What follows belongs to an exercise in optimizing a design on an open flow for small area and a short achievable clock period; a production flow would make more cautious choices. Only simulation tests tie the RTL to the original design; equivalence was not proved.

==> inputs of v6 <==
==> flow/design.v <==
module add32_sk( a, b, cin, sum );
	input  [31:0] a, b;
	input         cin;
	output [31:0] sum;
	reg [31:0] g, p, c;
	integer l, i;
	always @* begin
		g = a & b;
		p = a ^ b;
		g[0] = g[0] | ( p[0] & cin );
		for ( l = 1; l < 32; l = l * 2 )
			for ( i = 0; i < 32; i = i + 1 )
				if ( ( i / l ) % 2 == 1 ) begin
					g[i] = g[i] | ( p[i] & g[( i / l ) * l - 1] );
					p[i] = p[i] & p[( i / l ) * l - 1];
				end
		c = { g[30:0], cin };
	end
	assign sum = a ^ b ^ c;
endmodule
module rf_cell( clk, d, s, h, q );
	input clk, d, s, h;
	output reg q;
	always @( posedge clk )
		q <= ( d & s ) | ( q & h );
endmodule
module rf_aoi3( a1, a2, b1, b2, c1, c2, y );
	input a1, a2, b1, b2, c1, c2;
	output y;
	assign y = ~( ( a1 & a2 ) | ( b1 & b2 ) | ( c1 & c2 ) );
endmodule
module rf_rdbit( d, s, y );
	input [31:1] d, s;
	output y;
	wire [10:0] t;
	genvar k;
	generate
		for ( k = 0; k < 10; k = k + 1 ) begin : g
			rf_aoi3 u( .a1(d[3*k+1]), .a2(s[3*k+1]), .b1(d[3*k+2]), .b2(s[3*k+2]), .c1(d[3*k+3]), .c2(s[3*k+3]), .y(t[k]) );
		end
	endgenerate
	assign t[10] = ~( d[31] & s[31] );
	assign y = ~&t;
endmodule
module rf_2r1w( clk, we, wn, wd, rn1, rn2, rd1, rd2 );
	input clk, we;
	input [4:0] wn, rn1, rn2;
	input [31:0] wd;
	output [31:0] rd1, rd2;
	reg [31:1] ws, wh, s1, s2;
	integer i;
	always @* begin
		for ( i = 1; i < 32; i = i + 1 ) begin
			ws[i] = we & ( wn == i );
			wh[i] = ~ws[i];
			s1[i] = ( rn1 == i );
			s2[i] = ( rn2 == i );
		end
	end
	genvar b, j;
	generate
		for ( b = 0; b < 32; b = b + 1 ) begin : gb
			wire [31:1] col;
			for ( j = 1; j < 32; j = j + 1 ) begin : r
				rf_cell u( .clk(clk), .d(wd[b]), .s(ws[j]), .h(wh[j]), .q(col[j]) );
			end
			rf_rdbit p1( .d(col), .s(s1), .y(rd1[b]) );
			rf_rdbit p2( .d(col), .s(s2), .y(rd2[b]) );
		end
	endgenerate
endmodule
module mips_single( clk, rst, imem_addr, imem_rdata, dmem_addr, dmem_wdata, dmem_re, dmem_we, dmem_rdata,
                    rf_we, rf_waddr, rf_wdata );
	input clk, rst;
	output [31:0] imem_addr;
	input  [31:0] imem_rdata;
	output [31:0] dmem_addr, dmem_wdata;
	output dmem_re, dmem_we;
	input  [31:0] dmem_rdata;
	output rf_we;
	output [4:0] rf_waddr;
	output [31:0] rf_wdata;
	reg  [31:2] pc;
	wire [31:2] pc4 = pc + 30'd1;
	reg         m_taken;
	reg  [31:0] m_alu;
	always @( posedge clk ) begin
		if ( rst )
			pc <= 30'd0;
		else
			pc <= m_taken ? m_alu[31:2] : pc4;
	end
	assign imem_addr = { pc, 2'b00 };
	reg [31:0] d_ins;
	reg [31:2] d_pc4;
	reg        d_v;
	always @( posedge clk ) begin
		d_ins <= imem_rdata;
		d_pc4 <= pc4;
		d_v   <= ~rst;
	end
	wire [5:0]  op  = d_ins[31:26];
	wire [4:0]  rs  = d_ins[25:21];
	wire [4:0]  rt  = d_ins[20:16];
	wire [4:0]  rd  = d_ins[15:11];
	wire [15:0] imm = d_ins[15:0];
	wire [5:0]  fn  = d_ins[5:0];
	wire i_r   = ~( op[5] | op[3] | op[2] | op[1] );   
	wire i_lw  = op[5] & ~op[3];                       
	wire i_sw  = op[5] &  op[3];                       
	wire i_ori = op[3] & ~op[5];                       
	wire i_br  = op[2] & ~op[3];                       
	wire i_j   = op[1] & ~op[5];                       
	wire [4:0] wn   = i_r ? rd : rt;
	wire       wr   = d_v & ( i_r | i_ori | i_lw ) & ( wn != 5'd0 );
	wire c_sll = i_r & ~fn[5];
	wire c_log = ( i_r & fn[2] ) | i_ori;
	wire c_or  = fn[0] | i_ori;
	wire c_slt = i_r & fn[3];
	wire c_sub = i_r & fn[1];
	wire c_imm = i_ori | op[5] | i_br | i_j;
	wire c_ext = imm[15] & ~i_ori;
	wire c_jb  = i_br | i_j;
	wire [31:0] a_pc = { d_pc4[31:28], i_j ? 26'd0 : d_pc4[27:2], 2'b00 };
	wire [31:0] immv = i_j ? { 4'd0, d_ins[25:0], 2'b00 } :
	                   i_br ? { {14{imm[15]}}, imm, 2'b00 } : { {16{c_ext}}, imm };
	wire [31:0] rd1, rd2;
	reg         w_we, rw_we_n;
	reg  [4:0]  w_n, rw_n_n;
	reg  [31:0] w_data, rw_data_n;
	rf_2r1w RF( .clk(clk), .we(~rw_we_n), .wn(~rw_n_n), .wd(~rw_data_n), .rn1(rs), .rn2(rt), .rd1(rd1), .rd2(rd2) );
	wire [31:0] bsel = c_imm ? immv : rd2;
	reg  [7:0]  eqp;
	integer q;
	always @* begin
		for ( q = 0; q < 8; q = q + 1 )
			eqp[q] = ( rd1[4*q +: 4] == rd2[4*q +: 4] );
	end
	wire [31:0] bop  = bsel ^ {32{c_sub}};
	reg [31:0] e_a, e_b, e_bop;
	reg [4:0]  e_sh;
	reg        e_cin, e_sll, e_or, e_arith, e_slt, e_bne;
	reg [7:0]  e_eqp;
	reg [4:0]  e_wn;
	reg        e_we, e_lw, e_sw, e_br, e_j;
	always @( posedge clk ) begin
		e_a <= c_jb ? a_pc : rd1;
		e_b <= rd2;
		e_bop <= bop;
		e_sh <= imm[10:6];
		e_cin <= c_sub;
		e_sll <= c_sll;
		e_or  <= c_or;
		e_arith <= ~( c_sll | c_log | c_slt );
		e_slt <= c_slt;
		e_eqp <= eqp;
		e_bne <= op[0];
		e_wn <= wn;
		if ( rst ) begin
			e_we <= 1'b0; e_lw <= 1'b0; e_sw <= 1'b0; e_br <= 1'b0; e_j <= 1'b0;
		end else begin
			e_we <= wr; e_lw <= d_v & i_lw; e_sw <= d_v & i_sw; e_br <= d_v & i_br; e_j <= d_v & i_j;
		end
	end
	wire [31:0] sum;
	add32_sk ADD( .a(e_a), .b(e_bop), .cin(e_cin), .sum(sum) );
	wire [31:0] shl   = e_b << e_sh;
	wire [31:0] logv  = e_or ? ( e_a | e_bop ) : ( e_a & e_bop );
	wire [31:0] other = e_sll ? shl : e_slt ? 32'd0 : logv;
	wire        taken = e_j | ( e_br & ( ( &e_eqp ) ^ e_bne ) );
	wire [31:0] res   = e_arith ? sum : { other[31:1], other[0] | ( e_slt & sum[31] ) };
	reg [31:0] m_sd;
	reg [4:0]  m_wn;
	reg        m_we, m_lw, m_sw;
	reg        m_ld_n;   
	wire       m_ld = ~m_ld_n;
	always @( posedge clk ) begin
		m_alu <= res;
		m_sd  <= e_b;
		m_wn <= e_wn;
		if ( rst ) begin
			m_we <= 1'b0; m_lw <= 1'b0; m_sw <= 1'b0; m_taken <= 1'b0; m_ld_n <= 1'b1;
		end else begin
			m_we <= e_we; m_lw <= e_lw; m_sw <= e_sw; m_taken <= taken; m_ld_n <= ~e_lw;
		end
	end
	assign dmem_addr  = m_alu;
	assign dmem_wdata = m_sd;
	assign dmem_re    = m_lw;
	assign dmem_we    = m_sw;
	wire [31:0] wdata = m_ld ? dmem_rdata : m_alu;
	always @( posedge clk ) begin
		w_data <= wdata;
		rw_data_n <= ~wdata;
		w_n <= m_wn;
		rw_n_n <= ~m_wn;
		if ( rst ) begin
			w_we <= 1'b0;
			rw_we_n <= 1'b1;
		end else begin
			w_we <= m_we;
			rw_we_n <= ~m_we;
		end
	end
	assign rf_we    = w_we;
	assign rf_waddr = w_n;
	assign rf_wdata = w_data;
endmodule
==> flow/flow/run.sh <==
#!/bin/bash
# Standard ORFS layout (the standard.sh, synthesis unchanged), with:
#  - timing repair aimed below the 15 ns clock (setup margin), so the achieved
#    period is pushed towards what the design's IO paths allow;
#  - port buffers made from buf_1 cells instead of the default choice;
#  - clock tree with larger sink clusters and no dummy balancing loads.
# Each make step's full output is in orfs/logs; the make output is in flow_make.log.
set -euo pipefail
bash standard.sh \
  SETUP_SLACK_MARGIN=11.05 \
  "BUFFER_PORTS_ARGS=-buffer_cell sky130_fd_sc_hd__buf_1" \
  "CTS_ARGS=-sink_clustering_enable -repair_clock_nets -sink_clustering_size 20 -sink_clustering_max_diameter 80 -dont_use_dummy_load" \
  finish > flow_make.log 2>&1
==> flow/standard.sh <==
#!/bin/bash
# synth_recipe.tcl (not shown) runs the flow's synth.tcl, then flattens the netlist and writes it again
# the make line also repeats each setting of config.mk as NAME=value (left out here)
make -C /OpenROAD-flow-scripts/flow DESIGN_CONFIG=/design/flow/config.mk WORK_HOME=/design/flow/orfs CLKGATE_MAP_FILE= SYNTH_SCRIPT=/design/flow/synth_recipe.tcl "${@:-finish}"
==> flow/config.mk <==
export PLATFORM = sky130hd
export DESIGN_NAME = mips_single
export DESIGN_NICKNAME = mips_single
export VERILOG_FILES = /design/flow/design.v
export SDC_FILE = /design/flow/constraint.sdc
export NUM_CORES = 4
export LEC_CHECK = 0
export CAP_MARGIN = 20
export CORE_MARGIN = 2
export CORE_UTILIZATION = 60
export PLACE_DENSITY = 0.65
export SLEW_MARGIN = 20
export SYNTH_HIERARCHICAL = 1
export SYNTH_MINIMUM_KEEP_SIZE = 0
==> flow/constraint.sdc <==
create_clock -name core_clock -period 15.0 [get_ports {clk}]
set_input_delay 3.0000 -clock core_clock [delete_from_list [all_inputs] [get_ports {clk}]]
set_output_delay 3.0000 -clock core_clock [all_outputs]
set_load 0.01 [all_outputs]
==> v13: changes against v6 <==
==> flow/design.v (replaced) <==
module rf_2r1w( clk, we, wn, wd, rn1, rn2, rd1, rd2 );
	input clk, we;
	input [4:0] wn, rn1, rn2;
	input [31:0] wd;
	output [31:0] rd1, rd2;
	reg [31:0] r [31:1];
	always @( posedge clk ) begin
		if ( we )
			r[wn] <= wd;
	end
	reg [31:0] a1, a2;
	integer i;
	always @* begin
		a1 = 32'd0;
		a2 = 32'd0;
		for ( i = 1; i < 32; i = i + 1 ) begin
			a1 = a1 | ( r[i] & {32{rn1 == i}} );
			a2 = a2 | ( r[i] & {32{rn2 == i}} );
		end
	end
	assign rd1 = a1;
	assign rd2 = a2;
endmodule
module mips_single( clk, rst, imem_addr, imem_rdata, dmem_addr, dmem_wdata, dmem_re, dmem_we, dmem_rdata,
                    rf_we, rf_waddr, rf_wdata );
	input clk, rst;
	output [31:0] imem_addr;
	input  [31:0] imem_rdata;
	output [31:0] dmem_addr, dmem_wdata;
	output dmem_re, dmem_we;
	input  [31:0] dmem_rdata;
	output rf_we;
	output [4:0] rf_waddr;
	output [31:0] rf_wdata;
	reg  [31:2] pc;
	wire [31:2] pc4 = pc + 30'd1;
	wire        m_taken;
	reg  [31:2] m_target;
	always @( posedge clk ) begin
		if ( rst )
			pc <= 30'd0;
		else
			pc <= m_taken ? m_target : pc4;
	end
	assign imem_addr = { pc, 2'b00 };
	reg [31:0] d_ins;
	reg [31:2] d_pc4;
	reg        d_v;
	always @( posedge clk ) begin
		d_ins <= imem_rdata;
		d_pc4 <= pc4;
		d_v   <= ~rst;
	end
	wire [5:0]  op  = d_ins[31:26];
	wire [4:0]  rs  = d_ins[25:21];
	wire [4:0]  rt  = d_ins[20:16];
	wire [4:0]  rd  = d_ins[15:11];
	wire [15:0] imm = d_ins[15:0];
	wire [5:0]  fn  = d_ins[5:0];
	wire i_r   = ~( op[5] | op[3] | op[2] | op[1] );   
	wire i_lw  = op[5] & ~op[3];                       
	wire i_sw  = op[5] &  op[3];                       
	wire i_ori = op[3] & ~op[5];                       
	wire i_br  = op[2] & ~op[3];                       
	wire i_j   = op[1] & ~op[5];                       
	wire [4:0] wn   = i_r ? rd : rt;
	wire       wr   = d_v & ( i_r | i_ori | i_lw ) & ( wn != 5'd0 );
	wire c_sll = i_r & ~fn[5];
	wire c_log = ( i_r & fn[2] ) | i_ori;
	wire c_or  = fn[0] | i_ori;
	wire c_slt = i_r & fn[3];
	wire c_sub = ( i_r & fn[1] ) | i_br;
	wire c_imm = i_ori | op[5];
	wire c_ext = imm[15] & ~i_ori;
	wire k1 = d_v & i_br;
	wire k0 = d_v & ( i_j | ( i_br & op[0] ) );
	wire [31:2] b_tgt  = d_pc4 + { {14{imm[15]}}, imm };
	wire [31:2] target = i_j ? { d_pc4[31:28], d_ins[25:0] } : b_tgt;
	wire [31:0] rd1, rd2;
	reg         w_we;
	reg  [4:0]  w_n;
	reg  [31:0] w_data;
	rf_2r1w RF( .clk(clk), .we(w_we), .wn(w_n), .wd(w_data), .rn1(rs), .rn2(rt), .rd1(rd1), .rd2(rd2) );
	wire [31:0] bsel = c_imm ? { {16{c_ext}}, imm } : rd2;
	wire [31:0] bop  = bsel ^ {32{c_sub}};
	reg [31:0] e_a, e_b, e_bop;
	reg [4:0]  e_sh;
	reg        e_cin, e_sll, e_or, e_arith, e_slt;
	reg [31:2] e_target;
	reg [4:0]  e_wn;
	reg        e_we, e_lw, e_sw, e_k1, e_k0;
	always @( posedge clk ) begin
		e_a <= rd1;
		e_b <= rd2;
		e_bop <= bop;
		e_sh <= imm[10:6];
		e_cin <= c_sub;
		e_sll <= c_sll;
		e_or  <= c_or;
		e_arith <= ~( c_sll | c_log | c_slt );
		e_slt <= c_slt;
		e_target <= target;
		e_wn <= wn;
		if ( rst ) begin
			e_we <= 1'b0; e_lw <= 1'b0; e_sw <= 1'b0; e_k1 <= 1'b0; e_k0 <= 1'b0;
		end else begin
			e_we <= wr; e_lw <= d_v & i_lw; e_sw <= d_v & i_sw; e_k1 <= k1; e_k0 <= k0;
		end
	end
	wire [32:0] sum33 = { e_a, 1'b1 } + { e_bop, e_cin };
	wire [31:0] sum   = sum33[32:1];
	wire [31:0] shl   = e_b << e_sh;
	wire [31:0] logv  = e_or ? ( e_a | e_bop ) : ( e_a & e_bop );
	wire [31:0] other = e_sll ? shl : e_slt ? 32'd0 : logv;
	wire [31:0] res   = e_arith ? sum : { other[31:1], other[0] | ( e_slt & sum[31] ) };
	reg [31:0] m_alu, m_sd;
	reg [4:0]  m_wn;
	reg        m_we, m_lw, m_sw, m_k1, m_k0;
	always @( posedge clk ) begin
		m_alu <= res;
		m_sd  <= e_b;
		m_target <= e_target;
		m_wn <= e_wn;
		if ( rst ) begin
			m_we <= 1'b0; m_lw <= 1'b0; m_sw <= 1'b0; m_k1 <= 1'b0; m_k0 <= 1'b0;
		end else begin
			m_we <= e_we; m_lw <= e_lw; m_sw <= e_sw; m_k1 <= e_k1; m_k0 <= e_k0;
		end
	end
	assign dmem_addr  = m_alu;
	assign dmem_wdata = m_sd;
	assign dmem_re    = m_lw;
	assign dmem_we    = m_sw;
	wire m_zero = ( m_alu == 32'd0 );
	assign m_taken = m_k1 ? ( m_k0 ^ m_zero ) : m_k0;
	always @( posedge clk ) begin
		w_data <= m_lw ? dmem_rdata : m_alu;
		w_n <= m_wn;
		if ( rst )
			w_we <= 1'b0;
		else
			w_we <= m_we;
	end
	assign rf_we    = w_we;
	assign rf_waddr = w_n;
	assign rf_wdata = w_data;
endmodule
==> flow/run.sh (new file) <==
#!/bin/bash
# synth_recipe.tcl (not shown) runs the flow's synth.tcl, then flattens the netlist and writes it again
# the make line also repeats each setting of config.mk as NAME=value (left out here)
make -C /OpenROAD-flow-scripts/flow DESIGN_CONFIG=/design/flow/config.mk WORK_HOME=/design/flow/orfs CLKGATE_MAP_FILE= SYNTH_SCRIPT=/design/flow/synth_recipe.tcl finish
Settings changed: CORE_UTILIZATION 60 to 40, PLACE_DENSITY 0.65 to 0.6, SYNTH_HIERARCHICAL 1 to unset, SYNTH_MINIMUM_KEEP_SIZE 0 to unset.
removed: flow/flow/run.sh
removed: flow/standard.sh
==> run_results.csv <==
group,metric,value,unit
run_status,status,"finished clean",
drt,dr_total_vias,49600,
die,initial_core_util,0.605,
critical_path,crit_slowest_cell,"dfxtp_4",
cells_and_area,final_util,0.683,
drt,viasPerCell,8.12,
drt,wl_per_cell,37.3,um
cells_and_area,non_clock_buffer_count,414,
critical_path,r2r_slack,10.93,ns
drt,drt_iter0_markers,10900,
The numbers above come from v6.

==> run_results.csv <==
group,metric,value,unit
critical_path,r2r_slack,10.83,ns
drt,viasPerCell,7.05,
cells_and_area,final_util,0.471,
die,initial_core_util,0.402,
cells_and_area,non_clock_buffer_count,323,
cts,cts_tree,"yes",
run_status,status,"finished clean",
drt,drt_iter0_markers,8656,
grt,antenna_found_initial,7,
drt,wl_per_cell,39.0,um
The numbers above come from v13.

## re-timing with driven ports
The flow's constraints put no driver on any port. The routed layouts listed below were extracted and timed again, unchanged, in two steps. Step 1: set_driving_cell puts a clkbuf_16 on clk and a buf_2 on each other input, an assumption about the parent block. Step 2 times the ports against the registers' clock, not the clock port: input delays grow and output delays shrink by t, the midpoint of the rising clock arrivals with the driver on. a / b / c = ideal ports / drivers / drivers and shift; a / b = the first two.
run | t, ns | setup slack, ns | hold slack, ns | cell pins on the clock port's net
v6 | 0.736 | 10.802 / 10.725 / 10.809 | 0.331 / 0.331 / 0.331 | 1
v13 | 0.866 | 9.289 / 9.209 / 10.075 | 0.325 / 0.325 / 0.325 | 1
After both steps every run listed still meets setup and hold.
